This is an optimization exercise on Yosys and OpenROAD, whose aim is small area, a short achievable clock period and few clock cycles, not a production implementation.
Function was checked by simulation only, so behaviour that the tests miss may differ from the original.

## flow/run.sh

```bash
#!/bin/bash
# The standard layout (standard.sh, unchanged synthesis and steps), with the
# timing repair after CTS and global routing asked to reach 9 ns of setup slack
# at the design's clock period, using only gate sizing, pin swaps and buffering
# (no gate cloning, no buffer removal). The full make output, which holds every
# tool's output, goes to layout.log here; ORFS keeps each step's log under orfs/logs.
set -euo pipefail
bash standard.sh SETUP_SLACK_MARGIN=9 SKIP_GATE_CLONING=1 SETUP_MOVE_SEQUENCE=sizeup,swap,buffer finish > layout.log 2>&1
```

## standard.sh

```bash
#!/bin/bash
# synth_recipe.tcl (not shown) runs the flow's synth.tcl, then flattens the netlist and writes it again
# the make line also repeats each setting of config.mk as NAME=value (left out here)
make -C /OpenROAD-flow-scripts/flow DESIGN_CONFIG=/design/flow/config.mk WORK_HOME=/design/flow/orfs CLKGATE_MAP_FILE= SYNTH_SCRIPT=/design/flow/synth_recipe.tcl "${@:-finish}"
```

## config.mk

```make
export PLATFORM = sky130hd
export DESIGN_NAME = milestone1
export DESIGN_NICKNAME = milestone1
export VERILOG_FILES = /design/flow/design.v
export SDC_FILE = /design/flow/constraint.sdc
export NUM_CORES = 4
export LEC_CHECK = 0
export CAP_MARGIN = 20
export CORE_MARGIN = 2
export CORE_UTILIZATION = 40
export SLEW_MARGIN = 20
```

## constraint.sdc

```tcl
create_clock -name core_clock -period 13.0 [get_ports {CLOCK_50_I}]
set_input_delay 2.6000 -clock core_clock [delete_from_list [all_inputs] [get_ports {CLOCK_50_I}]]
set_output_delay 2.6000 -clock core_clock [all_outputs]
set_load 0.01 [all_outputs]
```

## design.v

```verilog
module milestone1 (
	input  logic        CLOCK_50_I,
	input  logic        resetn,
	input  logic        M1_en,
	output logic        M1_end,
	output logic [17:0] SRAM_address,
	input  logic [15:0] SRAM_read_data,
	output logic [15:0] SRAM_write_data,
	output logic        SRAM_we_n
);
localparam logic [17:0] UBASE = 18'd38400;
localparam logic [17:0] VOFS  = 18'd19200;
localparam logic [17:0] RGBBASE = 18'd146944;
logic [4:0]  ph;
logic        run, first, fs, nob;
logic        isel_v, selR, selB, tyh;
logic [6:0]  gcnt;      
logic [15:0] ya;        
logic [17:0] ra;        
logic [7:0] UW [0:5];
logic [7:0] VW [0:5];
logic [7:0] SU, SV, NV;
logic [7:0] YH, YL;         
logic [22:0] T;             
logic [7:0] PX;             
logic [7:0] PGU, PGV;       
logic [10:0] PRB, PG;       
logic [7:0] IP;             
logic [7:0] EB;             
wire [7:0] rh = SRAM_read_data[15:8];
wire [7:0] rl = SRAM_read_data[7:0];
wire clamp  = (gcnt >= 7'd78);
wire last_g = (gcnt == 7'd79);
wire rowend9;    
wire [7:0] t0 = isel_v ? VW[0] : UW[0];
wire [7:0] t1 = isel_v ? VW[1] : UW[1];
wire [7:0] t2 = isel_v ? VW[2] : UW[2];
wire [7:0] t3 = isel_v ? VW[3] : UW[3];
wire [7:0] t4 = isel_v ? VW[4] : UW[4];
wire [7:0] t5 = isel_v ? VW[5] : UW[5];
logic [8:0] S1, S2, S3;
wire [9:0] s1c = {1'b0, t0, 1'b1} + {1'b0, t5, 1'b1};    
wire [9:0] s3c = {1'b0, t2, 1'b1} + {1'b0, t3, 1'b1};    
wire q_1 = S1[5] ^ S1[3] ^ S1[1];
wire q_2 = (S1[5] & S1[3]) | (S1[5] & S1[1]) | (S1[3] & S1[1]);
wire q_3 = S1[6] ^ S1[4] ^ S1[2];
wire q_4 = (S1[6] & S1[4]) | (S1[6] & S1[2]) | (S1[4] & S1[2]);
wire q_5 = S3[1] ^ ~S2[4];
wire q_6 = S3[1] & ~S2[4];
wire q_7 = S1[7] ^ S1[5] ^ S1[3];
wire q_8 = (S1[7] & S1[5]) | (S1[7] & S1[3]) | (S1[5] & S1[3]);
wire q_9 = S3[2] ^ S3[0] ^ ~S2[5];
wire q_10 = (S3[2] & S3[0]) | (S3[2] & ~S2[5]) | (S3[0] & ~S2[5]);
wire q_11 = S2[3] ^ S2[2];
wire q_12 = ~(S2[3] | S2[2]);
wire q_13 = S1[8] ^ S1[6] ^ S1[4];
wire q_14 = (S1[8] & S1[6]) | (S1[8] & S1[4]) | (S1[6] & S1[4]);
wire q_15 = S3[3] ^ S3[1] ^ ~S2[6];
wire q_16 = (S3[3] & S3[1]) | (S3[3] & ~S2[6]) | (S3[1] & ~S2[6]);
wire q_17 = S2[4] ^ S2[3] ^ S3[8];
wire q_18 = (S2[4] & S2[3]) | (S2[4] & S3[8]) | (S2[3] & S3[8]);
wire q_19 = S1[7] ^ S1[5] ^ S3[4];
wire q_20 = (S1[7] & S1[5]) | (S1[7] & S3[4]) | (S1[5] & S3[4]);
wire q_21 = S3[2] ^ ~S2[7] ^ ~S2[5];
wire q_22 = (S3[2] & ~S2[7]) | (S3[2] & ~S2[5]) | (~S2[7] & ~S2[5]);
wire q_23 = ~S2[4] ^ 1'b1;
wire q_24 = ~S2[4] & 1'b1;
wire q_25 = S1[8] ^ S1[6] ^ S3[5];
wire q_26 = (S1[8] & S1[6]) | (S1[8] & S3[5]) | (S1[6] & S3[5]);
wire q_27 = S3[3] ^ ~S2[8] ^ ~S2[6];
wire q_28 = (S3[3] & ~S2[8]) | (S3[3] & ~S2[6]) | (~S2[8] & ~S2[6]);
wire q_29 = ~S2[5] ^ 1'b1;
wire q_30 = ~S2[5] & 1'b1;
wire q_31 = S1[7] ^ S3[6] ^ S3[4];
wire q_32 = (S1[7] & S3[6]) | (S1[7] & S3[4]) | (S3[6] & S3[4]);
wire q_33 = S1[8] ^ S3[7];
wire q_34 = S1[8] & S3[7];
wire q_35 = S1[4] ^ S1[2] ^ S1[0];
wire q_36 = (S1[4] & S1[2]) | (S1[4] & S1[0]) | (S1[2] & S1[0]);
wire q_37 = q_1 ^ S3[0] ^ ~S2[3];
wire q_38 = (q_1 & S3[0]) | (q_1 & ~S2[3]) | (S3[0] & ~S2[3]);
wire q_39 = S2[1] ^ S2[0];
wire q_40 = ~(S2[1] | S2[0]);
wire q_41 = q_3 ^ q_5 ^ q_2;
wire q_42 = (q_3 & q_5) | (q_3 & q_2) | (q_5 & q_2);
wire q_43 = S2[2] ^ S2[1] ^ S3[6];
wire q_44 = (S2[2] & S2[1]) | (S2[2] & S3[6]) | (S2[1] & S3[6]);
wire q_45 = q_7 ^ q_9 ^ q_11;
wire q_46 = (q_7 & q_9) | (q_7 & q_11) | (q_9 & q_11);
wire q_47 = q_4 ^ q_6 ^ ~S3[7];
wire q_48 = (q_4 & q_6) | (q_4 & ~S3[7]) | (q_6 & ~S3[7]);
wire q_49 = q_13 ^ q_15 ^ q_8;
wire q_50 = (q_13 & q_15) | (q_13 & q_8) | (q_15 & q_8);
wire q_51 = q_10 ^ q_12 ^ ~q_17;
wire q_52 = (q_10 & q_12) | (q_10 & ~q_17) | (q_12 & ~q_17);
wire q_53 = q_19 ^ q_21 ^ q_23;
wire q_54 = (q_19 & q_21) | (q_19 & q_23) | (q_21 & q_23);
wire q_55 = q_14 ^ q_16 ^ ~q_18;
wire q_56 = (q_14 & q_16) | (q_14 & ~q_18) | (q_16 & ~q_18);
wire q_57 = q_25 ^ q_27 ^ q_29;
wire q_58 = (q_25 & q_27) | (q_25 & q_29) | (q_27 & q_29);
wire q_59 = q_20 ^ q_22 ^ q_24;
wire q_60 = (q_20 & q_22) | (q_20 & q_24) | (q_22 & q_24);
wire q_61 = q_31 ^ q_26 ^ q_28;
wire q_62 = (q_31 & q_26) | (q_31 & q_28) | (q_26 & q_28);
wire q_63 = q_30 ^ ~S2[7] ^ ~S2[6];
wire q_64 = (q_30 & ~S2[7]) | (q_30 & ~S2[6]) | (~S2[7] & ~S2[6]);
wire q_65 = q_33 ^ S3[5] ^ q_32;
wire q_66 = (q_33 & S3[5]) | (q_33 & q_32) | (S3[5] & q_32);
wire q_67 = ~S2[8] ^ ~S2[7] ^ 1'b1;
wire q_68 = (~S2[8] & ~S2[7]) | (~S2[8] & 1'b1) | (~S2[7] & 1'b1);
wire q_69 = S3[8] ^ S3[6] ^ q_34;
wire q_70 = (S3[8] & S3[6]) | (S3[8] & q_34) | (S3[6] & q_34);
wire q_71 = S1[2] ^ S1[0];
wire q_72 = S1[2] & S1[0];
wire q_73 = S1[3] ^ S1[1] ^ ~S2[1];
wire q_74 = (S1[3] & S1[1]) | (S1[3] & ~S2[1]) | (S1[1] & ~S2[1]);
wire q_75 = q_35 ^ ~S2[2] ^ ~S2[0];
wire q_76 = (q_35 & ~S2[2]) | (q_35 & ~S2[0]) | (~S2[2] & ~S2[0]);
wire q_77 = q_37 ^ q_39 ^ q_36;
wire q_78 = (q_37 & q_39) | (q_37 & q_36) | (q_39 & q_36);
wire q_79 = q_41 ^ q_38 ^ q_40;
wire q_80 = (q_41 & q_38) | (q_41 & q_40) | (q_38 & q_40);
wire q_81 = q_45 ^ q_47 ^ q_42;
wire q_82 = (q_45 & q_47) | (q_45 & q_42) | (q_47 & q_42);
wire q_83 = q_49 ^ q_51 ^ q_46;
wire q_84 = (q_49 & q_51) | (q_49 & q_46) | (q_51 & q_46);
wire q_85 = q_53 ^ q_55 ^ q_50;
wire q_86 = (q_53 & q_55) | (q_53 & q_50) | (q_55 & q_50);
wire q_87 = q_57 ^ q_59 ^ q_54;
wire q_88 = (q_57 & q_59) | (q_57 & q_54) | (q_59 & q_54);
wire q_89 = q_61 ^ q_63 ^ q_58;
wire q_90 = (q_61 & q_63) | (q_61 & q_58) | (q_63 & q_58);
wire q_91 = q_65 ^ q_67 ^ q_62;
wire q_92 = (q_65 & q_67) | (q_65 & q_62) | (q_67 & q_62);
wire q_93 = q_69 ^ q_66 ^ q_68;
wire q_94 = (q_69 & q_66) | (q_69 & q_68) | (q_66 & q_68);
wire q_95 = S1[0] ^ ~S3[0];
wire q_96 = S1[0] & ~S3[0];
wire q_97 = S1[1] ^ ~S3[1];
wire q_98 = S1[1] & ~S3[1];
wire q_99 = q_71 ^ ~S2[0] ^ ~S3[2];
wire q_100 = (q_71 & ~S2[0]) | (q_71 & ~S3[2]) | (~S2[0] & ~S3[2]);
wire q_101 = q_73 ^ q_72 ^ ~S3[3];
wire q_102 = (q_73 & q_72) | (q_73 & ~S3[3]) | (q_72 & ~S3[3]);
wire q_103 = q_75 ^ q_74 ^ ~S3[4];
wire q_104 = (q_75 & q_74) | (q_75 & ~S3[4]) | (q_74 & ~S3[4]);
wire q_105 = q_77 ^ q_76 ^ ~S3[5];
wire q_106 = (q_77 & q_76) | (q_77 & ~S3[5]) | (q_76 & ~S3[5]);
wire q_107 = q_79 ^ q_78 ^ ~q_43;
wire q_108 = (q_79 & q_78) | (q_79 & ~q_43) | (q_78 & ~q_43);
wire q_109 = q_81 ^ q_80 ^ ~q_44;
wire q_110 = (q_81 & q_80) | (q_81 & ~q_44) | (q_80 & ~q_44);
wire q_111 = q_83 ^ q_48 ^ q_82;
wire q_112 = (q_83 & q_48) | (q_83 & q_82) | (q_48 & q_82);
wire q_113 = q_85 ^ q_52 ^ q_84;
wire q_114 = (q_85 & q_52) | (q_85 & q_84) | (q_52 & q_84);
wire q_115 = q_87 ^ q_56 ^ q_86;
wire q_116 = (q_87 & q_56) | (q_87 & q_86) | (q_56 & q_86);
wire q_117 = q_89 ^ q_60 ^ q_88;
wire q_118 = (q_89 & q_60) | (q_89 & q_88) | (q_60 & q_88);
wire q_119 = q_91 ^ q_64 ^ q_90;
wire q_120 = (q_91 & q_64) | (q_91 & q_90) | (q_64 & q_90);
wire q_121 = q_93 ^ q_92 ^ ~S2[8];
wire q_122 = (q_93 & q_92) | (q_93 & ~S2[8]) | (q_92 & ~S2[8]);
wire q_123 = S3[7] ^ q_70 ^ q_94;
wire q_124 = (S3[7] & q_70) | (S3[7] & q_94) | (q_70 & q_94);
wire q_125 = S3[8] ^ 1'b1;
wire q_126 = S3[8] & 1'b1;
wire [15:0] q_a = {q_125, q_123, q_121, q_119, q_117, q_115, q_113, q_111, q_109, q_107, q_105, q_103, q_101, q_99, q_97, q_95};
wire [15:0] q_b = {q_124, q_122, q_120, q_118, q_116, q_114, q_112, q_110, q_108, q_106, q_104, q_102, q_100, q_98, q_96, 1'b1};
wire [15:0] isum = q_a + q_b;
always_ff @(posedge CLOCK_50_I) begin
	S1 <= s1c[9:1];
	S2 <= t1 + t4;
	S3 <= s3c[9:1];
	IP <= isum[15:8];
end
wire [7:0] TY = tyh ? YH : YL;
wire ty_1 = TY[7] ^ TY[5];
wire ty_2 = TY[7] & TY[5];
wire ty_3 = TY[6] ^ TY[4];
wire ty_4 = TY[6] & TY[4];
wire ty_5 = TY[7] ^ TY[5];
wire ty_6 = TY[7] & TY[5];
wire ty_7 = TY[4] ^ TY[2];
wire ty_8 = TY[4] & TY[2];
wire ty_9 = TY[5] ^ TY[3] ^ TY[1];
wire ty_10 = (TY[5] & TY[3]) | (TY[5] & TY[1]) | (TY[3] & TY[1]);
wire ty_11 = TY[6] ^ TY[4] ^ TY[2];
wire ty_12 = (TY[6] & TY[4]) | (TY[6] & TY[2]) | (TY[4] & TY[2]);
wire ty_13 = ty_1 ^ TY[3] ^ TY[0];
wire ty_14 = (ty_1 & TY[3]) | (ty_1 & TY[0]) | (TY[3] & TY[0]);
wire ty_15 = ty_3 ^ TY[1] ^ ty_2;
wire ty_16 = (ty_3 & TY[1]) | (ty_3 & ty_2) | (TY[1] & ty_2);
wire ty_17 = ty_5 ^ TY[2] ^ ty_4;
wire ty_18 = (ty_5 & TY[2]) | (ty_5 & ty_4) | (TY[2] & ty_4);
wire ty_19 = TY[6] ^ TY[3] ^ ty_6;
wire ty_20 = (TY[6] & TY[3]) | (TY[6] & ty_6) | (TY[3] & ty_6);
wire ty_21 = TY[7] ^ TY[4];
wire ty_22 = TY[7] & TY[4];
wire ty_23 = TY[2] ^ TY[0];
wire ty_24 = TY[2] & TY[0];
wire ty_25 = TY[3] ^ TY[1] ^ 1'b1;
wire ty_26 = (TY[3] & TY[1]) | (TY[3] & 1'b1) | (TY[1] & 1'b1);
wire ty_27 = ty_7 ^ TY[0] ^ 1'b1;
wire ty_28 = (ty_7 & TY[0]) | (ty_7 & 1'b1) | (TY[0] & 1'b1);
wire ty_29 = ty_9 ^ ty_8 ^ 1'b1;
wire ty_30 = (ty_9 & ty_8) | (ty_9 & 1'b1) | (ty_8 & 1'b1);
wire ty_31 = ty_11 ^ ty_10 ^ 1'b1;
wire ty_32 = (ty_11 & ty_10) | (ty_11 & 1'b1) | (ty_10 & 1'b1);
wire ty_33 = ty_13 ^ ty_12 ^ 1'b1;
wire ty_34 = (ty_13 & ty_12) | (ty_13 & 1'b1) | (ty_12 & 1'b1);
wire ty_35 = ty_15 ^ ty_14 ^ 1'b1;
wire ty_36 = (ty_15 & ty_14) | (ty_15 & 1'b1) | (ty_14 & 1'b1);
wire ty_37 = ty_17 ^ ty_16 ^ 1'b1;
wire ty_38 = (ty_17 & ty_16) | (ty_17 & 1'b1) | (ty_16 & 1'b1);
wire ty_39 = ty_19 ^ ty_18 ^ 1'b1;
wire ty_40 = (ty_19 & ty_18) | (ty_19 & 1'b1) | (ty_18 & 1'b1);
wire ty_41 = ty_21 ^ ty_20 ^ 1'b1;
wire ty_42 = (ty_21 & ty_20) | (ty_21 & 1'b1) | (ty_20 & 1'b1);
wire ty_43 = TY[5] ^ ty_22 ^ 1'b1;
wire ty_44 = (TY[5] & ty_22) | (TY[5] & 1'b1) | (ty_22 & 1'b1);
wire ty_45 = TY[6] ^ 1'b1;
wire ty_46 = TY[6] & 1'b1;
wire ty_47 = TY[7] ^ 1'b1;
wire ty_48 = TY[7] & 1'b1;
wire [22:0] ty_a = {1'b1, ty_47, ty_45, ty_43, ty_41, ty_39, ty_37, ty_35, ty_33, ty_31, ty_29, ty_27, ty_25, ty_23, TY[1], TY[0], ~TY[6], ~TY[5], ~TY[4], ~TY[3], ~TY[2], ~TY[1], ~TY[0]};
wire [22:0] ty_b = {ty_48, ty_46, ty_44, ty_42, ty_40, ty_38, ty_36, ty_34, ty_32, ty_30, ty_28, ty_26, ty_24, 1'b1, 1'b1, ~TY[7], 1'b0, 1'b0, 1'b0, 1'b0, 1'b0, 1'b0, 1'b1};
wire [22:0] Tn = ty_a + ty_b;
wire [7:0] XR = PX & {8{selR}};
wire [7:0] XB = PX & {8{selB}};
wire rb_1 = T[5] ^ PX[7];
wire rb_2 = T[5] & PX[7];
wire rb_3 = T[15] ^ PX[0];
wire rb_4 = T[15] & PX[0];
wire rb_5 = T[2] ^ PX[4];
wire rb_6 = T[2] & PX[4];
wire rb_7 = T[3] ^ PX[5] ^ PX[4];
wire rb_8 = (T[3] & PX[5]) | (T[3] & PX[4]) | (PX[5] & PX[4]);
wire rb_9 = T[4] ^ PX[6] ^ PX[5];
wire rb_10 = (T[4] & PX[6]) | (T[4] & PX[5]) | (PX[6] & PX[5]);
wire rb_11 = PX[2] ^ XB[3];
wire rb_12 = PX[2] & XB[3];
wire rb_13 = rb_1 ^ PX[6] ^ PX[3];
wire rb_14 = (rb_1 & PX[6]) | (rb_1 & PX[3]) | (PX[6] & PX[3]);
wire rb_15 = PX[0] ^ XB[4] ^ 1'b1;
wire rb_16 = (PX[0] & XB[4]) | (PX[0] & 1'b1) | (XB[4] & 1'b1);
wire rb_17 = T[6] ^ PX[7] ^ PX[4];
wire rb_18 = (T[6] & PX[7]) | (T[6] & PX[4]) | (PX[7] & PX[4]);
wire rb_19 = PX[1] ^ XB[5] ^ rb_2;
wire rb_20 = (PX[1] & XB[5]) | (PX[1] & rb_2) | (XB[5] & rb_2);
wire rb_21 = T[7] ^ PX[5] ^ PX[2];
wire rb_22 = (T[7] & PX[5]) | (T[7] & PX[2]) | (PX[5] & PX[2]);
wire rb_23 = XB[6] ^ 1'b1;
wire rb_24 = XB[6] & 1'b1;
wire rb_25 = T[8] ^ PX[6] ^ PX[3];
wire rb_26 = (T[8] & PX[6]) | (T[8] & PX[3]) | (PX[6] & PX[3]);
wire rb_27 = XB[7] ^ XB[0] ^ selR;
wire rb_28 = (XB[7] & XB[0]) | (XB[7] & selR) | (XB[0] & selR);
wire rb_29 = T[9] ^ PX[7] ^ PX[4];
wire rb_30 = (T[9] & PX[7]) | (T[9] & PX[4]) | (PX[7] & PX[4]);
wire rb_31 = XR[0] ^ XB[1];
wire rb_32 = XR[0] & XB[1];
wire rb_33 = T[10] ^ PX[5] ^ XR[1];
wire rb_34 = (T[10] & PX[5]) | (T[10] & XR[1]) | (PX[5] & XR[1]);
wire rb_35 = XR[0] ^ XB[2] ^ 1'b1;
wire rb_36 = (XR[0] & XB[2]) | (XR[0] & 1'b1) | (XB[2] & 1'b1);
wire rb_37 = T[11] ^ PX[6] ^ XR[2];
wire rb_38 = (T[11] & PX[6]) | (T[11] & XR[2]) | (PX[6] & XR[2]);
wire rb_39 = XR[1] ^ XB[3];
wire rb_40 = XR[1] & XB[3];
wire rb_41 = T[12] ^ PX[7] ^ XR[3];
wire rb_42 = (T[12] & PX[7]) | (T[12] & XR[3]) | (PX[7] & XR[3]);
wire rb_43 = XR[2] ^ XB[4];
wire rb_44 = XR[2] & XB[4];
wire rb_45 = T[13] ^ XR[4] ^ XR[3];
wire rb_46 = (T[13] & XR[4]) | (T[13] & XR[3]) | (XR[4] & XR[3]);
wire rb_47 = XB[5] ^ ~XR[0] ^ 1'b1;
wire rb_48 = (XB[5] & ~XR[0]) | (XB[5] & 1'b1) | (~XR[0] & 1'b1);
wire rb_49 = T[14] ^ XR[5] ^ XR[4];
wire rb_50 = (T[14] & XR[5]) | (T[14] & XR[4]) | (XR[5] & XR[4]);
wire rb_51 = XB[6] ^ ~XR[1] ^ 1'b1;
wire rb_52 = (XB[6] & ~XR[1]) | (XB[6] & 1'b1) | (~XR[1] & 1'b1);
wire rb_53 = rb_3 ^ XR[6] ^ XR[5];
wire rb_54 = (rb_3 & XR[6]) | (rb_3 & XR[5]) | (XR[6] & XR[5]);
wire rb_55 = XB[7] ^ selB ^ ~XR[2];
wire rb_56 = (XB[7] & selB) | (XB[7] & ~XR[2]) | (selB & ~XR[2]);
wire rb_57 = T[16] ^ PX[1] ^ XR[7];
wire rb_58 = (T[16] & PX[1]) | (T[16] & XR[7]) | (PX[1] & XR[7]);
wire rb_59 = XR[6] ^ rb_4 ^ ~XR[3];
wire rb_60 = (XR[6] & rb_4) | (XR[6] & ~XR[3]) | (rb_4 & ~XR[3]);
wire rb_61 = T[17] ^ PX[2] ^ XR[7];
wire rb_62 = (T[17] & PX[2]) | (T[17] & XR[7]) | (PX[2] & XR[7]);
wire rb_63 = selB ^ ~XR[4];
wire rb_64 = selB & ~XR[4];
wire rb_65 = T[18] ^ PX[3];
wire rb_66 = T[18] & PX[3];
wire rb_67 = T[19] ^ PX[4];
wire rb_68 = T[19] & PX[4];
wire rb_69 = T[20] ^ PX[5];
wire rb_70 = T[20] & PX[5];
wire rb_71 = T[1] ^ PX[3];
wire rb_72 = T[1] & PX[3];
wire rb_73 = rb_5 ^ PX[3] ^ PX[0];
wire rb_74 = (rb_5 & PX[3]) | (rb_5 & PX[0]) | (PX[3] & PX[0]);
wire rb_75 = rb_7 ^ PX[1] ^ XB[2];
wire rb_76 = (rb_7 & PX[1]) | (rb_7 & XB[2]) | (PX[1] & XB[2]);
wire rb_77 = rb_9 ^ rb_11 ^ rb_8;
wire rb_78 = (rb_9 & rb_11) | (rb_9 & rb_8) | (rb_11 & rb_8);
wire rb_79 = rb_13 ^ rb_15 ^ rb_10;
wire rb_80 = (rb_13 & rb_15) | (rb_13 & rb_10) | (rb_15 & rb_10);
wire rb_81 = rb_17 ^ rb_19 ^ rb_14;
wire rb_82 = (rb_17 & rb_19) | (rb_17 & rb_14) | (rb_19 & rb_14);
wire rb_83 = rb_21 ^ rb_23 ^ rb_18;
wire rb_84 = (rb_21 & rb_23) | (rb_21 & rb_18) | (rb_23 & rb_18);
wire rb_85 = rb_25 ^ rb_27 ^ rb_22;
wire rb_86 = (rb_25 & rb_27) | (rb_25 & rb_22) | (rb_27 & rb_22);
wire rb_87 = rb_29 ^ rb_31 ^ rb_26;
wire rb_88 = (rb_29 & rb_31) | (rb_29 & rb_26) | (rb_31 & rb_26);
wire rb_89 = rb_33 ^ rb_35 ^ rb_30;
wire rb_90 = (rb_33 & rb_35) | (rb_33 & rb_30) | (rb_35 & rb_30);
wire rb_91 = rb_37 ^ rb_39 ^ rb_34;
wire rb_92 = (rb_37 & rb_39) | (rb_37 & rb_34) | (rb_39 & rb_34);
wire rb_93 = rb_41 ^ rb_43 ^ rb_38;
wire rb_94 = (rb_41 & rb_43) | (rb_41 & rb_38) | (rb_43 & rb_38);
wire rb_95 = rb_45 ^ rb_47 ^ rb_42;
wire rb_96 = (rb_45 & rb_47) | (rb_45 & rb_42) | (rb_47 & rb_42);
wire rb_97 = rb_49 ^ rb_51 ^ rb_46;
wire rb_98 = (rb_49 & rb_51) | (rb_49 & rb_46) | (rb_51 & rb_46);
wire rb_99 = rb_53 ^ rb_55 ^ rb_50;
wire rb_100 = (rb_53 & rb_55) | (rb_53 & rb_50) | (rb_55 & rb_50);
wire rb_101 = rb_57 ^ rb_59 ^ rb_54;
wire rb_102 = (rb_57 & rb_59) | (rb_57 & rb_54) | (rb_59 & rb_54);
wire rb_103 = rb_61 ^ rb_63 ^ rb_58;
wire rb_104 = (rb_61 & rb_63) | (rb_61 & rb_58) | (rb_63 & rb_58);
wire rb_105 = rb_65 ^ rb_62 ^ rb_64;
wire rb_106 = (rb_65 & rb_62) | (rb_65 & rb_64) | (rb_62 & rb_64);
wire rb_107 = rb_67 ^ rb_66 ^ ~XR[6];
wire rb_108 = (rb_67 & rb_66) | (rb_67 & ~XR[6]) | (rb_66 & ~XR[6]);
wire rb_109 = rb_69 ^ selB ^ rb_68;
wire rb_110 = (rb_69 & selB) | (rb_69 & rb_68) | (selB & rb_68);
wire rb_111 = T[21] ^ PX[6] ^ selR;
wire rb_112 = (T[21] & PX[6]) | (T[21] & selR) | (PX[6] & selR);
wire rb_113 = T[0] ^ PX[2];
wire rb_114 = T[0] & PX[2];
wire rb_115 = rb_71 ^ PX[2] ^ XB[0];
wire rb_116 = (rb_71 & PX[2]) | (rb_71 & XB[0]) | (PX[2] & XB[0]);
wire rb_117 = rb_73 ^ XB[1] ^ rb_72;
wire rb_118 = (rb_73 & XB[1]) | (rb_73 & rb_72) | (XB[1] & rb_72);
wire rb_119 = rb_75 ^ rb_6 ^ rb_74;
wire rb_120 = (rb_75 & rb_6) | (rb_75 & rb_74) | (rb_6 & rb_74);
wire rb_121 = rb_77 ^ rb_76 ^ 1'b1;
wire rb_122 = (rb_77 & rb_76) | (rb_77 & 1'b1) | (rb_76 & 1'b1);
wire rb_123 = rb_79 ^ rb_12 ^ rb_78;
wire rb_124 = (rb_79 & rb_12) | (rb_79 & rb_78) | (rb_12 & rb_78);
wire rb_125 = rb_81 ^ rb_16 ^ rb_80;
wire rb_126 = (rb_81 & rb_16) | (rb_81 & rb_80) | (rb_16 & rb_80);
wire rb_127 = rb_83 ^ rb_20 ^ rb_82;
wire rb_128 = (rb_83 & rb_20) | (rb_83 & rb_82) | (rb_20 & rb_82);
wire rb_129 = rb_85 ^ rb_24 ^ rb_84;
wire rb_130 = (rb_85 & rb_24) | (rb_85 & rb_84) | (rb_24 & rb_84);
wire rb_131 = rb_87 ^ rb_28 ^ rb_86;
wire rb_132 = (rb_87 & rb_28) | (rb_87 & rb_86) | (rb_28 & rb_86);
wire rb_133 = rb_89 ^ rb_32 ^ rb_88;
wire rb_134 = (rb_89 & rb_32) | (rb_89 & rb_88) | (rb_32 & rb_88);
wire rb_135 = rb_91 ^ rb_36 ^ rb_90;
wire rb_136 = (rb_91 & rb_36) | (rb_91 & rb_90) | (rb_36 & rb_90);
wire rb_137 = rb_93 ^ rb_40 ^ rb_92;
wire rb_138 = (rb_93 & rb_40) | (rb_93 & rb_92) | (rb_40 & rb_92);
wire rb_139 = rb_95 ^ rb_44 ^ rb_94;
wire rb_140 = (rb_95 & rb_44) | (rb_95 & rb_94) | (rb_44 & rb_94);
wire rb_141 = rb_97 ^ rb_48 ^ rb_96;
wire rb_142 = (rb_97 & rb_48) | (rb_97 & rb_96) | (rb_48 & rb_96);
wire rb_143 = rb_99 ^ rb_52 ^ rb_98;
wire rb_144 = (rb_99 & rb_52) | (rb_99 & rb_98) | (rb_52 & rb_98);
wire rb_145 = rb_101 ^ rb_56 ^ rb_100;
wire rb_146 = (rb_101 & rb_56) | (rb_101 & rb_100) | (rb_56 & rb_100);
wire rb_147 = rb_103 ^ rb_60 ^ rb_102;
wire rb_148 = (rb_103 & rb_60) | (rb_103 & rb_102) | (rb_60 & rb_102);
wire rb_149 = rb_105 ^ rb_104 ^ ~XR[5];
wire rb_150 = (rb_105 & rb_104) | (rb_105 & ~XR[5]) | (rb_104 & ~XR[5]);
wire rb_151 = rb_107 ^ rb_106 ^ 1'b1;
wire rb_152 = (rb_107 & rb_106) | (rb_107 & 1'b1) | (rb_106 & 1'b1);
wire rb_153 = rb_109 ^ rb_108 ^ ~XR[7];
wire rb_154 = (rb_109 & rb_108) | (rb_109 & ~XR[7]) | (rb_108 & ~XR[7]);
wire rb_155 = rb_111 ^ rb_70 ^ rb_110;
wire rb_156 = (rb_111 & rb_70) | (rb_111 & rb_110) | (rb_70 & rb_110);
wire rb_157 = T[22] ^ PX[7] ^ rb_112;
wire rb_158 = (T[22] & PX[7]) | (T[22] & rb_112) | (PX[7] & rb_112);
wire [26:0] rb_a = {1'b1, 1'b1, rb_157, rb_155, rb_153, rb_151, rb_149, rb_147, rb_145, rb_143, rb_141, rb_139, rb_137, rb_135, rb_133, rb_131, rb_129, rb_127, rb_125, rb_123, rb_121, rb_119, rb_117, rb_115, rb_113, PX[1], PX[0]};
wire [26:0] rb_b = {1'b0, rb_158, rb_156, rb_154, rb_152, rb_150, rb_148, rb_146, rb_144, rb_142, rb_140, rb_138, rb_136, rb_134, rb_132, rb_130, rb_128, rb_126, rb_124, rb_122, rb_120, rb_118, rb_116, rb_114, PX[1], PX[0], 1'b0};
wire [26:0] RBs = rb_a + rb_b;
wire g_1 = T[13] ^ PGU[2];
wire g_2 = T[13] & PGU[2];
wire g_3 = T[14] ^ PGU[3] ^ PGV[2];
wire g_4 = (T[14] & PGU[3]) | (T[14] & PGV[2]) | (PGU[3] & PGV[2]);
wire g_5 = T[15] ^ PGU[4] ^ PGV[3];
wire g_6 = (T[15] & PGU[4]) | (T[15] & PGV[3]) | (PGU[4] & PGV[3]);
wire g_7 = T[16] ^ PGU[5] ^ PGV[4];
wire g_8 = (T[16] & PGU[5]) | (T[16] & PGV[4]) | (PGU[5] & PGV[4]);
wire g_9 = T[17] ^ PGU[6];
wire g_10 = T[17] & PGU[6];
wire g_11 = T[18] ^ PGU[7];
wire g_12 = T[18] & PGU[7];
wire g_13 = T[3] ^ PGU[2];
wire g_14 = T[3] & PGU[2];
wire g_15 = T[4] ^ PGU[3] ^ ~PGU[1];
wire g_16 = (T[4] & PGU[3]) | (T[4] & ~PGU[1]) | (PGU[3] & ~PGU[1]);
wire g_17 = T[5] ^ PGU[4] ^ ~PGU[2];
wire g_18 = (T[5] & PGU[4]) | (T[5] & ~PGU[2]) | (PGU[4] & ~PGU[2]);
wire g_19 = T[6] ^ PGU[5];
wire g_20 = T[6] & PGU[5];
wire g_21 = T[7] ^ PGU[6];
wire g_22 = T[7] & PGU[6];
wire g_23 = T[8] ^ PGU[7] ^ ~PGU[5];
wire g_24 = (T[8] & PGU[7]) | (T[8] & ~PGU[5]) | (PGU[7] & ~PGU[5]);
wire g_25 = T[9] ^ ~PGU[6];
wire g_26 = T[9] & ~PGU[6];
wire g_27 = T[10] ^ ~PGU[7] ^ ~PGU[2];
wire g_28 = (T[10] & ~PGU[7]) | (T[10] & ~PGU[2]) | (~PGU[7] & ~PGU[2]);
wire g_29 = PGV[7] ^ PGV[0];
wire g_30 = ~(PGV[7] | PGV[0]);
wire g_31 = T[11] ^ PGU[0] ^ ~PGU[3];
wire g_32 = (T[11] & PGU[0]) | (T[11] & ~PGU[3]) | (PGU[0] & ~PGU[3]);
wire g_33 = T[12] ^ PGU[1] ^ PGV[0];
wire g_34 = (T[12] & PGU[1]) | (T[12] & PGV[0]) | (PGU[1] & PGV[0]);
wire g_35 = PGU[4] ^ PGV[2];
wire g_36 = ~(PGU[4] | PGV[2]);
wire g_37 = g_1 ^ PGV[1] ^ ~PGU[5];
wire g_38 = (g_1 & PGV[1]) | (g_1 & ~PGU[5]) | (PGV[1] & ~PGU[5]);
wire g_39 = ~PGU[0] ^ ~PGV[3] ^ 1'b1;
wire g_40 = (~PGU[0] & ~PGV[3]) | (~PGU[0] & 1'b1) | (~PGV[3] & 1'b1);
wire g_41 = g_3 ^ g_2 ^ ~PGU[6];
wire g_42 = (g_3 & g_2) | (g_3 & ~PGU[6]) | (g_2 & ~PGU[6]);
wire g_43 = PGU[1] ^ PGV[4] ^ PGV[0];
wire g_44 = (PGU[1] & PGV[4]) | (PGU[1] & PGV[0]) | (PGV[4] & PGV[0]);
wire g_45 = g_5 ^ g_4 ^ ~PGU[7];
wire g_46 = (g_5 & g_4) | (g_5 & ~PGU[7]) | (g_4 & ~PGU[7]);
wire g_47 = PGU[2] ^ PGV[5] ^ PGV[1];
wire g_48 = (PGU[2] & PGV[5]) | (PGU[2] & PGV[1]) | (PGV[5] & PGV[1]);
wire g_49 = g_7 ^ g_6 ^ ~PGU[3];
wire g_50 = (g_7 & g_6) | (g_7 & ~PGU[3]) | (g_6 & ~PGU[3]);
wire g_51 = ~PGV[6] ^ ~PGV[2] ^ 1'b1;
wire g_52 = (~PGV[6] & ~PGV[2]) | (~PGV[6] & 1'b1) | (~PGV[2] & 1'b1);
wire g_53 = g_9 ^ PGV[5] ^ g_8;
wire g_54 = (g_9 & PGV[5]) | (g_9 & g_8) | (PGV[5] & g_8);
wire g_55 = PGU[4] ^ PGV[7] ^ PGV[3];
wire g_56 = (PGU[4] & PGV[7]) | (PGU[4] & PGV[3]) | (PGV[7] & PGV[3]);
wire g_57 = g_11 ^ PGV[6] ^ g_10;
wire g_58 = (g_11 & PGV[6]) | (g_11 & g_10) | (PGV[6] & g_10);
wire g_59 = ~PGU[5] ^ ~PGV[4] ^ 1'b1;
wire g_60 = (~PGU[5] & ~PGV[4]) | (~PGU[5] & 1'b1) | (~PGV[4] & 1'b1);
wire g_61 = T[19] ^ PGV[7] ^ g_12;
wire g_62 = (T[19] & PGV[7]) | (T[19] & g_12) | (PGV[7] & g_12);
wire g_63 = ~PGU[6] ^ ~PGV[5] ^ 1'b1;
wire g_64 = (~PGU[6] & ~PGV[5]) | (~PGU[6] & 1'b1) | (~PGV[5] & 1'b1);
wire g_65 = T[20] ^ ~PGU[7] ^ ~PGV[6];
wire g_66 = (T[20] & ~PGU[7]) | (T[20] & ~PGV[6]) | (~PGU[7] & ~PGV[6]);
wire g_67 = g_13 ^ ~PGU[0];
wire g_68 = g_13 & ~PGU[0];
wire g_69 = g_15 ^ g_14 ^ ~PGV[6];
wire g_70 = (g_15 & g_14) | (g_15 & ~PGV[6]) | (g_14 & ~PGV[6]);
wire g_71 = g_17 ^ g_16 ^ ~PGV[7];
wire g_72 = (g_17 & g_16) | (g_17 & ~PGV[7]) | (g_16 & ~PGV[7]);
wire g_73 = g_19 ^ g_18 ^ ~PGU[3];
wire g_74 = (g_19 & g_18) | (g_19 & ~PGU[3]) | (g_18 & ~PGU[3]);
wire g_75 = g_21 ^ g_20 ^ ~PGU[4];
wire g_76 = (g_21 & g_20) | (g_21 & ~PGU[4]) | (g_20 & ~PGU[4]);
wire g_77 = g_23 ^ g_22 ^ ~PGU[0];
wire g_78 = (g_23 & g_22) | (g_23 & ~PGU[0]) | (g_22 & ~PGU[0]);
wire g_79 = g_25 ^ g_24 ^ ~PGU[1];
wire g_80 = (g_25 & g_24) | (g_25 & ~PGU[1]) | (g_24 & ~PGU[1]);
wire g_81 = g_27 ^ g_29 ^ g_26;
wire g_82 = (g_27 & g_29) | (g_27 & g_26) | (g_29 & g_26);
wire g_83 = g_31 ^ g_28 ^ g_30;
wire g_84 = (g_31 & g_28) | (g_31 & g_30) | (g_28 & g_30);
wire g_85 = g_33 ^ g_35 ^ g_32;
wire g_86 = (g_33 & g_35) | (g_33 & g_32) | (g_35 & g_32);
wire g_87 = g_37 ^ g_39 ^ g_34;
wire g_88 = (g_37 & g_39) | (g_37 & g_34) | (g_39 & g_34);
wire g_89 = g_41 ^ g_38 ^ g_40;
wire g_90 = (g_41 & g_38) | (g_41 & g_40) | (g_38 & g_40);
wire g_91 = g_45 ^ g_42 ^ ~g_47;
wire g_92 = (g_45 & g_42) | (g_45 & ~g_47) | (g_42 & ~g_47);
wire g_93 = g_49 ^ g_51 ^ g_46;
wire g_94 = (g_49 & g_51) | (g_49 & g_46) | (g_51 & g_46);
wire g_95 = g_53 ^ g_50 ^ g_52;
wire g_96 = (g_53 & g_50) | (g_53 & g_52) | (g_50 & g_52);
wire g_97 = g_57 ^ g_59 ^ g_54;
wire g_98 = (g_57 & g_59) | (g_57 & g_54) | (g_59 & g_54);
wire g_99 = g_61 ^ g_63 ^ g_58;
wire g_100 = (g_61 & g_63) | (g_61 & g_58) | (g_63 & g_58);
wire g_101 = g_65 ^ g_62 ^ g_64;
wire g_102 = (g_65 & g_62) | (g_65 & g_64) | (g_62 & g_64);
wire g_103 = T[21] ^ g_66 ^ ~PGV[7];
wire g_104 = (T[21] & g_66) | (T[21] & ~PGV[7]) | (g_66 & ~PGV[7]);
wire g_105 = T[1] ^ PGU[0];
wire g_106 = T[1] & PGU[0];
wire g_107 = T[2] ^ PGU[1] ^ ~PGV[4];
wire g_108 = (T[2] & PGU[1]) | (T[2] & ~PGV[4]) | (PGU[1] & ~PGV[4]);
wire g_109 = g_67 ^ ~PGV[5] ^ ~PGV[0];
wire g_110 = (g_67 & ~PGV[5]) | (g_67 & ~PGV[0]) | (~PGV[5] & ~PGV[0]);
wire g_111 = g_69 ^ g_68 ^ ~PGV[1];
wire g_112 = (g_69 & g_68) | (g_69 & ~PGV[1]) | (g_68 & ~PGV[1]);
wire g_113 = g_71 ^ g_70 ^ ~PGV[2];
wire g_114 = (g_71 & g_70) | (g_71 & ~PGV[2]) | (g_70 & ~PGV[2]);
wire g_115 = g_73 ^ g_72 ^ ~PGV[3];
wire g_116 = (g_73 & g_72) | (g_73 & ~PGV[3]) | (g_72 & ~PGV[3]);
wire g_117 = g_75 ^ g_74 ^ ~PGV[4];
wire g_118 = (g_75 & g_74) | (g_75 & ~PGV[4]) | (g_74 & ~PGV[4]);
wire g_119 = g_77 ^ g_76 ^ ~PGV[5];
wire g_120 = (g_77 & g_76) | (g_77 & ~PGV[5]) | (g_76 & ~PGV[5]);
wire g_121 = g_79 ^ g_78 ^ ~PGV[6];
wire g_122 = (g_79 & g_78) | (g_79 & ~PGV[6]) | (g_78 & ~PGV[6]);
wire g_123 = g_81 ^ g_80 ^ 1'b1;
wire g_124 = (g_81 & g_80) | (g_81 & 1'b1) | (g_80 & 1'b1);
wire g_125 = g_83 ^ g_82 ^ ~PGV[1];
wire g_126 = (g_83 & g_82) | (g_83 & ~PGV[1]) | (g_82 & ~PGV[1]);
wire g_127 = g_85 ^ g_84 ^ 1'b1;
wire g_128 = (g_85 & g_84) | (g_85 & 1'b1) | (g_84 & 1'b1);
wire g_129 = g_87 ^ g_36 ^ g_86;
wire g_130 = (g_87 & g_36) | (g_87 & g_86) | (g_36 & g_86);
wire g_131 = g_89 ^ g_88 ^ ~g_43;
wire g_132 = (g_89 & g_88) | (g_89 & ~g_43) | (g_88 & ~g_43);
wire g_133 = g_91 ^ g_90 ^ ~g_44;
wire g_134 = (g_91 & g_90) | (g_91 & ~g_44) | (g_90 & ~g_44);
wire g_135 = g_93 ^ g_92 ^ ~g_48;
wire g_136 = (g_93 & g_92) | (g_93 & ~g_48) | (g_92 & ~g_48);
wire g_137 = g_95 ^ g_94 ^ ~g_55;
wire g_138 = (g_95 & g_94) | (g_95 & ~g_55) | (g_94 & ~g_55);
wire g_139 = g_97 ^ g_96 ^ ~g_56;
wire g_140 = (g_97 & g_96) | (g_97 & ~g_56) | (g_96 & ~g_56);
wire g_141 = g_99 ^ g_60 ^ g_98;
wire g_142 = (g_99 & g_60) | (g_99 & g_98) | (g_60 & g_98);
wire g_143 = g_101 ^ g_100 ^ 1'b1;
wire g_144 = (g_101 & g_100) | (g_101 & 1'b1) | (g_100 & 1'b1);
wire g_145 = g_103 ^ g_102 ^ 1'b1;
wire g_146 = (g_103 & g_102) | (g_103 & 1'b1) | (g_102 & 1'b1);
wire g_147 = T[22] ^ g_104;
wire g_148 = T[22] & g_104;
wire [26:0] g_a = {1'b1, 1'b1, g_147, g_145, g_143, g_141, g_139, g_137, g_135, g_133, g_131, g_129, g_127, g_125, g_123, g_121, g_119, g_117, g_115, g_113, g_111, g_109, g_107, g_105, T[0], ~PGV[1], ~PGV[0]};
wire [26:0] g_b = {1'b0, g_148, g_146, g_144, g_142, g_140, g_138, g_136, g_134, g_132, g_130, g_128, g_126, g_124, g_122, g_120, g_118, g_116, g_114, g_112, g_110, g_108, g_106, ~PGV[3], ~PGV[2], 1'b0, 1'b1};
wire [26:0] Gs = g_a + g_b;
always_ff @(posedge CLOCK_50_I) begin
	PRB <= RBs[26:16];
	PG  <= Gs[26:16];
end
function automatic [7:0] clip(input logic [10:0] x);
	clip = x[10] ? 8'd0 : (|x[9:8]) ? 8'd255 : x[7:0];
endfunction
wire [7:0] cRB = clip(PRB);
wire [7:0] cG  = clip(PG);
logic [4:0] nph;
always_comb begin
	case (ph)
		5'd9:  nph = ((last_g && !nob) || fs) ? 5'd10 : 5'd0;
		5'd15: nph = 5'd7;
		default: nph = ph + 5'd1;
	endcase
end
assign rowend9 = (ph == 5'd9) && (nph == 5'd10);
wire wr_ph = (nph == 5'd3) || (nph == 5'd4) || (nph == 5'd5) ||
             (!nob && ((nph == 5'd9) || (nph == 5'd0) || (nph == 5'd1) || (nph == 5'd10) || (nph == 5'd11)));
wire [1:0]  cinc = (nph == 5'd12 || nph == 5'd13) ? 2'd1 : (last_g || fs) ? 2'd0 : {ya[0], ~ya[0]};
wire frame_done = (ph == 5'd11) && !nob && (&SRAM_address);
always_ff @(posedge CLOCK_50_I or negedge resetn) begin
	if (!resetn) begin
		ph <= 5'd7;
		run <= 1'b0;
		first <= 1'b1;
		fs <= 1'b1;
		nob <= 1'b1;
		isel_v <= 1'b0;
		selR <= 1'b0;
		selB <= 1'b0;
		tyh <= 1'b0;
		M1_end <= 1'b0;
		gcnt <= 7'd0;
		ya <= 16'd0;
		ra <= RGBBASE;
		SRAM_address <= UBASE + VOFS;
		SRAM_we_n <= 1'b1;
	end else begin
		if (M1_en) run <= 1'b1;
		if (run && !M1_end) begin
		isel_v <= (nph == 5'd9) || (nph == 5'd5);
		tyh <= (nph == 5'd9) || (nph == 5'd5);
		selR <= (nph == 5'd1) || (nph == 5'd2) || (nph == 5'd7) || (nph == 5'd8);
		selB <= !((nph == 5'd1) || (nph == 5'd2) || (nph == 5'd7) || (nph == 5'd8));
		if (ph == 5'd9) fs <= 1'b0;
		if (ph == 5'd7 && !fs) first <= 1'b0;
		if (ph == 5'd12) nob <= 1'b1;
		else if (ph == 5'd1) nob <= 1'b0;
		if (frame_done) begin
			M1_end <= 1'b1;
			SRAM_we_n <= 1'b1;
		end else begin
			ph <= nph;
			if (ph == 5'd9 && !nob) gcnt <= last_g ? 7'd0 : gcnt + 7'd1;
			SRAM_we_n <= !wr_ph;
			if (wr_ph) begin
				SRAM_address <= ra;
				ra <= ra + 18'd1;
			end else begin
				case (nph)
					5'd2, 5'd6, 5'd14: begin
						SRAM_address <= {2'b0, ya};
						if (nph != 5'd14 || first) ya <= ya + 16'd1;
					end
					5'd7, 5'd12: SRAM_address <= UBASE + VOFS + {3'd0, ya[15:1]} + {16'd0, cinc};
					5'd8, 5'd13: SRAM_address <= UBASE + {3'd0, ya[15:1]} + {16'd0, cinc};
					default: ;
				endcase
			end
		end
		end
	end
end
wire u_sh  = (ph == 5'd0) || (ph == 5'd7) || (ph == 5'd10) || (ph == 5'd11) || (ph == 5'd12) ||
             (ph == 5'd13) || (ph == 5'd15);
wire u_rh  = ((ph == 5'd0) && !clamp) || (ph == 5'd10) || (ph == 5'd15);
wire u_su  = ((ph == 5'd7) && !clamp) || (ph == 5'd13);
wire v_sh  = (ph == 5'd1) || ((ph == 5'd7) && !nob) || rowend9 || (ph == 5'd10) ||
             (ph == 5'd11) || (ph == 5'd12) || (ph == 5'd14) || (ph == 5'd15);
wire v_rh  = rowend9 || (ph == 5'd14);
wire v_nv  = (ph == 5'd1) && !clamp;
wire v_sv  = ((ph == 5'd7) && !clamp) || (ph == 5'd12) || (ph == 5'd15);
always_ff @(posedge CLOCK_50_I) begin
	if (((ph == 5'd4 || ph == 5'd8) && !nob) || (ph == 5'd7 && first)) begin
		YH <= rh; YL <= rl;
	end
	case (ph)
		5'd2, 5'd8: SRAM_write_data <= {cRB, cG};
		5'd3, 5'd9: SRAM_write_data <= {EB, cRB};
		default:    SRAM_write_data <= {cG, cRB};
	endcase
	if (ph == 5'd1 || ph == 5'd7) EB <= cRB;
	case (ph)
		5'd9, 5'd5: begin T <= Tn; PX <= UW[2]; end
		5'd0, 5'd6: begin PX <= VW[2]; PGU <= UW[2]; PGV <= VW[2]; end
		5'd1, 5'd7: begin T <= Tn; PX <= IP; PGV <= IP; end
		5'd2, 5'd8: begin PX <= IP; PGU <= IP; end
		default: ;
	endcase
	if (u_sh) begin
		UW[0] <= UW[1]; UW[1] <= UW[2]; UW[2] <= UW[3]; UW[3] <= UW[4]; UW[4] <= UW[5];
		if (u_rh) UW[5] <= rh;
		else if (u_su) UW[5] <= SU;
	end
	if (u_rh) SU <= rl;
	if (v_sh) begin
		VW[0] <= VW[1]; VW[1] <= VW[2]; VW[2] <= VW[3]; VW[3] <= VW[4]; VW[4] <= VW[5];
		if (v_rh) VW[5] <= rh;
		else if (v_nv) VW[5] <= NV;
		else if (v_sv) VW[5] <= SV;
	end
	if (ph == 5'd9 || ph == 5'd14) SV <= rl;
	if (ph == 5'd9) NV <= rh;
end
endmodule
```

==> results.json, run 1 <==
{
  "outcome": "finished clean",
  "area_growth_syn_to_layout_pct": 18.96,
  "synth_cell_types": 92,
  "worst-slew-pin-transition_ns": 1.025,
  "synth-simple-area-share": 0.09466,
  "core_area_um2": 55200,
  "r2r-end": "PG[9]$_DFF_P_",
  "antenna_found_initial": 0,
  "cts_tree": "built",
  "setup_viol": 0,
  "cp_data_required_time_ns": 13.48,
  "maxCapViolCount": 0,
  "routed_wl_um": 51310,
  "end_kind": "flip-flop",
  "vias": 14768,
  "holdWs_ns": 0.4375,
  "hold_class": "reg -> reg",
  "synth_top_family_by_area": "adder cells",
  "hpwl_um": 38640,
  "r2r-start": "PGV[3]$_DFFE_PP_",
  "synth_area_um2": 22400,
  "min_path_cells": 0,
  "rows": 86,
  "synthMuxAreaShare": 0.04552,
  "wire_per_inst_um": 17.43,
  "yosys.area_share.xor_xnor": 0.04205,
  "drt-vias-per-instance": 5.016,
  "ys_warn_count": 3,
  "slew_violations": 0,
  "pin_count": 55,
  "grt_pass1_vias": 14912,
  "cts_root_buf": "clkbuf_16",
  "crit_path_start_kind": "flip-flop",
  "drive_above_1_share": 0.1985,
  "layout_common_cells": "inv_1 (317), edfxtp_1 (191), fa_1 (169), ha_1 (150), nand2_1 (126)",
  "slew_headroom": 0.3133,
  "dpl_cell_area_um2": 23880,
  "final-hold-violation-count": 0,
  "htree_levels": 2,
  "synthArstFlopShare": 0.2166,
  "syn_avg_cell_area_um2": 11.09,
  "min_to": "UW[3][5]$_DFFE_PP_",
  "grt_use_total": 0.1794,
  "gp_congestion": 0.8906,
  "synth-edff-count": 191,
  "dp.cells": 2781,
  "synth_nets": 2385,
  "period_needed_ns": 4.194,
  "grt_pass1_wl_um": 81530,
  "rrSetupSlack_ns": 8.81,
  "synth_ff_type": "edfxtp_1",
  "numCtsBuffers": 39,
  "setup_tns_ns": 0,
  "die_w_um": 240.7,
  "drt_iter0_drc": 938,
  "fmax_mhz": 238.4,
  "dieArea_um2": 57920,
  "die_h_um": 240.7,
  "grt_max_degree": 74,
  "finalCritPeriodShare": 0.3226,
  "syn_inst": 2020,
  "final_antenna_net_count": 0,
  "ys_seq_elements": 337,
  "stdcell_area_um2": 26650,
  "layout.nets": 2531,
  "cp_max_fo": 4,
  "num_antenna_cells": 0,
  "synth_fa_ha_area_frac": 0.2519,
  "ctsLongestPathBuffers": 3,
  "rsz0062_at_grt": "true",
  "final_common_cell": "inv_1",
  "overflow": 0,
  "initial_utilization": 0.4059,
  "synth_compound_area_frac": 0.09192,
  "clock-sinks": 337,
  "fillers": 4964,
  "yosysSeqAreaShare": 0.4037,
  "worstHoldStart": "UW[4][5]$_DFFE_PP_",
  "skew_ns": 0.01969,
  "stdcell_count": 2944,
  "crit_type": "reg -> reg",
  "first_pass_iters": 5,
  "port_buffers": 54,
  "clock_latency_ns": 0.56,
  "clk_pin_slew_ns": 0.06,
  "drc_errors": 0,
  "ff2ff_path_depth": 15,
  "cp.arrival_ns": 4.67
}
-- sequential cells by signal (all words and copies together), names as in the netlist, 9 cells and up --
register         count
UW                  48
VW                  48
T                   23
SRAM_address        18
ra                  18
SRAM_write_data     16
ya                  16
PG                  11
PRB                 11
S1                   9
S2                   9
S3                   9
-- stage by stage --
step                      worst slack (ns)    util
after global placement               8.195  0.4325
after global routing                 8.655  0.4828
after CTS                            8.808  0.4721
after floorplan                      8.982       -
final                                8.806  0.4828
after detailed placement             8.047  0.4325
-- worst max path at each step --
stage | from | to | slack (ns)
3_5_place_dp | isel_v$_DFFE_PN0P_ | T[22]$_DFFE_PP_ | 8.05
2_1_floorplan | S3[0]$_DFF_P_ | IP[7]$_DFF_P_ | 8.98
5_1_grt | PGV[3]$_DFFE_PP_ | PG[7]$_DFF_P_ | 8.66
3_3_place_gp | isel_v$_DFFE_PN0P_ | T[22]$_DFFE_PP_ | 8.19
6_report | PGV[3]$_DFFE_PP_ | PG[9]$_DFF_P_ | 8.81
4_1_cts | PGV[3]$_DFFE_PP_ | PG[10]$_DFF_P_ | 8.81
-- cell families (layout without fill, tap and decap cells) --
group / Yosys count / after routing
flops: 337 / 337
fa+ha+maj: 346 / 346
simple gates: 432 / 432
buf+inv: 403 / 579
compound gates: 303 / 303
xor+xnor: 105 / 105
mux: 94 / 94
-- repair_timing --
item | CTS | global route
hold buffers | 0 | 0
buffers inserted | 61 | 31
setup endpoints to repair | 89 | 37
gates resized for setup | 153 | 68
pin swaps | 63 | 52
hold endpoints to repair | 0 | 0
-- worst max-delay path, stage by stage (launching register included) --
cell,delay [ns]
edfxtp_1,0.46
fa_1,0.61
fa_1,0.46
fa_1,0.52
inv_2,0.05
fa_1,0.52
inv_2,0.05
ha_4,0.27
a21oi_4,0.16
o21ai_2,0.10
nor4_4,0.19
a21oi_4,0.11
o211ai_1,0.24
a31oi_1,0.13
nor2_1,0.13
xnor2_1,0.13
-- cell usage after synthesis, drive strengths merged (4+ instances only) --
cell type	number	area [um2]
o21a	5	37.54
a31oi	7	43.79
o22ai	11	75.07
clkbuf	32	120.1
xor2	33	289.0
a221o	8	80.08
nand4	20	125.1
o221ai	4	35.03
buf	22	138.9
nand2b	12	82.58
mux2	63	709.4
and2	4	25.02
a22o	11	96.34
nor2b	14	90.09
a21oi	74	370.4
edfxtp	191	5736
a21o	23	172.7
a211oi	13	120.1
inv	347	1303
nand3	40	200.2
o21bai	10	75.07
a21boi	6	45.04
mux2i	31	310.3
fa	175	3503
ha	171	2140
a211o	4	35.03
nor2	115	444.2
dfxtp	73	1461
nand2	131	491.7
dfrtp	56	1401
and3	16	100.1
or3	8	50.05
nor4	7	50.05
dfstp	17	446.7
nor3	43	236.5
xnor2	71	629.4
o211ai	6	45.04
o2111ai	4	35.03
o21ai	68	340.3
o31ai	8	65.06
or2	6	37.54
a22oi	11	82.58
-- layer usage --
metal  track usage  share of wire  up-vias
li1              -              -     7141
met1        0.2509           0.46     7222
met2        0.2918           0.48      337
met3       0.02871          0.046       68
met4       0.04461          0.021        0
met5             0              0        -
-- layout make-up --
cell class	instances	area, um2	area share
multi-input combinational	1280	12590	0.4724
sequential	337	9082	0.3408
timing repair buffer	159	1343	0.05037
inverter	349	1334	0.05004
clock buffer	50	1084	0.04066
tap	748	935.9	0.03512
clock inverter	21	284.0	0.01066
Testbench counts, summed over its fixed seeds: cycles 1,164,996.
==> run 2: changes to the inputs <==
--- a/design.v
+++ b/design.v
@@ -25,5 +25,6 @@
 logic [7:0] PX;             
 logic [7:0] PGU, PGV;       
-logic [10:0] PRB, PG;       
+logic [10:0] PRBa, PRBb, PGa, PGb;    
+logic        PRBc, PGc;             
 logic [7:0] IP;             
 logic [7:0] EB;             
@@ -391,5 +392,5 @@
 wire [26:0] rb_a = {1'b1, 1'b1, rb_157, rb_155, rb_153, rb_151, rb_149, rb_147, rb_145, rb_143, rb_141, rb_139, rb_137, rb_135, rb_133, rb_131, rb_129, rb_127, rb_125, rb_123, rb_121, rb_119, rb_117, rb_115, rb_113, PX[1], PX[0]};
 wire [26:0] rb_b = {1'b0, rb_158, rb_156, rb_154, rb_152, rb_150, rb_148, rb_146, rb_144, rb_142, rb_140, rb_138, rb_136, rb_134, rb_132, rb_130, rb_128, rb_126, rb_124, rb_122, rb_120, rb_118, rb_116, rb_114, PX[1], PX[0], 1'b0};
-wire [26:0] RBs = rb_a + rb_b;
+wire [16:0] rb_lo = {1'b0, rb_a[15:0]} + {1'b0, rb_b[15:0]};
 wire g_1 = T[13] ^ PGU[2];
 wire g_2 = T[13] & PGU[2];
@@ -542,12 +543,14 @@
 wire [26:0] g_a = {1'b1, 1'b1, g_147, g_145, g_143, g_141, g_139, g_137, g_135, g_133, g_131, g_129, g_127, g_125, g_123, g_121, g_119, g_117, g_115, g_113, g_111, g_109, g_107, g_105, T[0], ~PGV[1], ~PGV[0]};
 wire [26:0] g_b = {1'b0, g_148, g_146, g_144, g_142, g_140, g_138, g_136, g_134, g_132, g_130, g_128, g_126, g_124, g_122, g_120, g_118, g_116, g_114, g_112, g_110, g_108, g_106, ~PGV[3], ~PGV[2], 1'b0, 1'b1};
-wire [26:0] Gs = g_a + g_b;
+wire [16:0] g_lo = {1'b0, g_a[15:0]} + {1'b0, g_b[15:0]};
 always_ff @(posedge CLOCK_50_I) begin
-	PRB <= RBs[26:16];
-	PG  <= Gs[26:16];
+	PRBa <= rb_a[26:16]; PRBb <= rb_b[26:16]; PRBc <= rb_lo[16];
+	PGa  <= g_a[26:16];  PGb  <= g_b[26:16];  PGc  <= g_lo[16];
 end
 function automatic [7:0] clip(input logic [10:0] x);
 	clip = x[10] ? 8'd0 : (|x[9:8]) ? 8'd255 : x[7:0];
 endfunction
+wire [10:0] PRB = PRBa + PRBb + {10'd0, PRBc};
+wire [10:0] PG  = PGa + PGb + {10'd0, PGc};
 wire [7:0] cRB = clip(PRB);
 wire [7:0] cG  = clip(PG);
--- a/config.mk
+++ b/config.mk
@@ -9,3 +9,5 @@
 export CORE_MARGIN = 2
 export CORE_UTILIZATION = 40
+export CTS_CLUSTER_DIAMETER = 100
+export CTS_CLUSTER_SIZE = 25
 export SLEW_MARGIN = 20
==> run 2 against run 1 <==
Effect of this change:
- still clean
- clock-buffer cell count fell by 22
- cell count decreased by 3.6%
- area after synthesis rose by 0.34%
- core utilization shrank 2.9 points
- synthesized cell count down 0.84%
- maximum frequency is 3.5% higher
- clock skew grew 0.016 ns
- cell area shrank 5.8%
- hold slack improved by 0.0074 ns
- flip-flop and latch count up 18
- critical path type unchanged
==> results.json, run 2 <==
{
  "outcome": "finished clean",
  "final-hold-violation-count": 0,
  "first_pass_iters": 6,
  "ff2ff_path_depth": 17,
  "synth_cell_types": 78,
  "clk_pin_slew_ns": 0.10,
  "drt_iter0_drc": 1263,
  "fmax_mhz": 246.7,
  "core_area_um2": 55310,
  "final_common_cell": "inv_1",
  "worst-slew-pin-transition_ns": 1.071,
  "reg_top3": "UW (48), VW (48), T (23)",
  "finalWorstSetupSlack_ns": 8.946,
  "clock_latency_ns": 0.57,
  "yosysSeqAreaShare": 0.4184,
  "setup_tns_ns": 0,
  "area_growth_syn_to_layout_pct": 11.63,
  "grt_use_total": 0.1782,
  "rsz0062_at_grt": "true",
  "synth-edff-count": 191,
  "maxCapViolCount": 0,
  "hold_class": "reg -> reg",
  "skew_ns": 0.03580,
  "antenna_found_initial": 1,
  "gp_congestion": 0.8662,
  "r2r-end": "IP[7]$_DFF_P_",
  "cp_data_required_time_ns": 13.51,
  "rows": 86,
  "synth_area_um2": 22480,
  "syn_avg_cell_area_um2": 11.22,
  "synth_ff_type": "edfxtp_1",
  "min_path_cells": 0,
  "vias": 14338,
  "min_to": "VW[4][3]$_DFFE_PP_",
  "topRoutingLayerUsed": "met4",
  "holdWs_ns": 0.4449,
  "routed_wl_um": 50820,
  "synthArstFlopShare": 0.2056,
  "initial_utilization": 0.4064,
  "syn_inst": 2003,
  "grt_pass1_wl_um": 80610,
  "hpwl_um": 39730,
  "layout_common_cells": "inv_1 (340), edfxtp_1 (191), fa_1 (177), ha_1 (162), nand2_1 (132)",
  "grt_max_degree": 74,
  "dieArea_um2": 58110,
  "synth_nets": 2369,
  "cts_root_buf": "clkbuf_16",
  "route.met3.wl_um": 2132,
  "worstHoldStart": "VW[5][3]$_DFFE_PP_",
  "port_buffers": 54,
  "finalCritPeriodShare": 0.3118,
  "ys_warn_count": 3,
  "layout.nets": 2442,
  "ctsLongestPathBuffers": 3,
  "period_needed_ns": 4.054,
  "pin_count": 55,
  "cts_tree": "built",
  "clock-sinks": 355,
  "drc_errors": 0,
  "final_antenna_net_count": 0,
  "cp_max_fo": 3,
  "fillers": 5117,
  "grt_pass1_vias": 14628,
  "ys_seq_elements": 355,
  "slew_violations": 0,
  "m1WireLength_um": 23640,
  "end_kind": "flip-flop",
  "die_h_um": 241.1,
  "wire_per_inst_um": 17.90,
  "r2r-start": "S3[0]$_DFF_P_",
  "htree_levels": 1,
  "netlist_top_cells_area": "edfxtp_1 (26%), fa_1 (16%), ha_1 (9.4%)",
  "crit_path_start_kind": "flip-flop",
  "overflow": 0,
  "numCtsBuffers": 20,
  "yosysMostFrequentCell": "inv_1",
  "setup_viol": 0,
  "cp.arrival_ns": 4.56,
  "synth_common_cells": "inv_1 (349), edfxtp_1 (191), fa_1 (178)",
  "cts-hold-fix-buffers": 0,
  "slew_headroom": 0.2860,
  "drive_above_1_share": 0.1201,
  "pre_cts_slack_ns": 8.265,
  "die_w_um": 241.1,
  "rrSetupSlack_ns": 8.95,
  "drt-vias-per-instance": 5.050,
  "yosysTopAreaCellShare": 0.2551,
  "dr_wl_met2_um": 24130,
  "crit_type": "reg -> reg",
  "yosysTopAreaCell": "edfxtp_1"
}
==> run 2: changes by cell type after synthesis, moves of 8 or more <==
cell / previous run / this run
nand3_1: 40 / 25
dfxtp_1: 73 / 91
xnor2_1: 70 / 55
a21oi_1: 74 / 62
nor2b_1: 13 / 21
o22ai_1: 10 / 26
o21ai_1: 15 / 4
==> run 2: timing repair <==
item | 4_1_cts | 5_1_grt
setup buffers | 15 | 15
gates resized for setup | 76 | 51
endpoints found under the hold margin | 0 | 0
cloned | 0 | 0
pin swaps | 11 | 20
setup endpoints to repair | 67 | 29
==> run 2: worst max path at each step <==
stage	from	end	depth (start not counted)
final	S3[0]$_DFF_P_	IP[7]$_DFF_P_	17
after global routing	isel_v$_DFFE_PN0P_	T[22]$_DFFE_PP_	16
after CTS	isel_v$_DFFE_PN0P_	T[22]$_DFFE_PP_	15
after detailed placement	isel_v$_DFFE_PN0P_	T[22]$_DFFE_PP_	17
after global placement	isel_v$_DFFE_PN0P_	T[22]$_DFFE_PP_	17
after floorplan	ph[2]$_DFFE_PN1P_	SRAM_address[14]$_DFFE_PN1P_	20
==> run 2: worst max-delay path, stage by stage (launching register included) <==
cell and delay [ns]:
dfxtp_2 0.35, inv_2 0.05, fa_1 0.53, inv_1 0.05, fa_1 0.45, fa_1 0.50, inv_2 0.04, fa_1 0.54
inv_2 0.05, ha_4 0.26, o21ai_2 0.05, a21oi_2 0.14, o21ai_4 0.10, a2111oi_4 0.29, a211o_1 0.19, o22ai_2 0.09
o21bai_1 0.18, xnor2_1 0.13
==> run 2: layout make-up <==
class	instances	area, um2	area share
multi-input combinational	1251	11930	0.4752
sequential	355	9434	0.3760
inverter	351	1325	0.05280
tap	748	935.9	0.03730
timing repair buffer	97	835.8	0.03331
clock buffer	28	530.5	0.02114
clock inverter	8	103.9	0.004139
antenna	1	2.502	0.00009973
==> run 2: logic make-up after synthesis <==
group / Yosys count / synth area share
compound gates: 298 / 0.08889
xor+xnor: 93 / 0.03624
fa+ha+maj: 347 / 0.2526
buf+inv: 397 / 0.06696
flops: 355 / 0.4184
mux: 92 / 0.04442
simple gates: 421 / 0.09251
==> run 2: metrics by stage <==
| step | cells | area [um2] | utilization |
|---|---|---|---|
| after floorplan | 2003 | 22550 | - |
| after global placement | 2772 | 23950 | 0.4331 |
| after detailed placement | 2772 | 23950 | 0.4331 |
| after CTS | 2823 | 24780 | 0.4480 |
| after global routing | 2838 | 25090 | 0.4536 |
| final | 2839 | 25090 | 0.4537 |
==> run 2: layer usage <==
layer | global-route usage | up-vias
met2 | 0.2947 | 306
li1 | - | 6911
met4 | 0.04190 | 0
met1 | 0.2518 | 7061
met3 | 0.01979 | 60
met5 | 0 | -
Testbench counts of run 2, summed over its fixed seeds: cycles 1,164,996.

afterwards: timing with drivers on the ports:
The results above use ideal ports. As a check the final layouts listed here were re-extracted and re-timed, cells and wires unchanged. Step 1, drivers: a clkbuf_16 drives CLOCK_50_I and a buf_2 each remaining input, both assumed. Step 2 moves the port delays by t, midway between the first and last clock arrival at a register: inputs arrive t later, outputs are due t later. That takes back most of the time a late clock gives input paths. Three values: no drivers, after step 1, after step 2; two values: the first two.
| run | t, ns | setup WS [ns] | worst data-port slew with drivers (ns) |
|---|---|---|---|
| run 1 | 0.607 | 8.806 / 8.806 / 8.806 | 0.04 |
| run 2 | 0.615 | 8.946 / 8.946 / 8.946 | 0.04 |
After both steps every run listed still meets setup and hold.
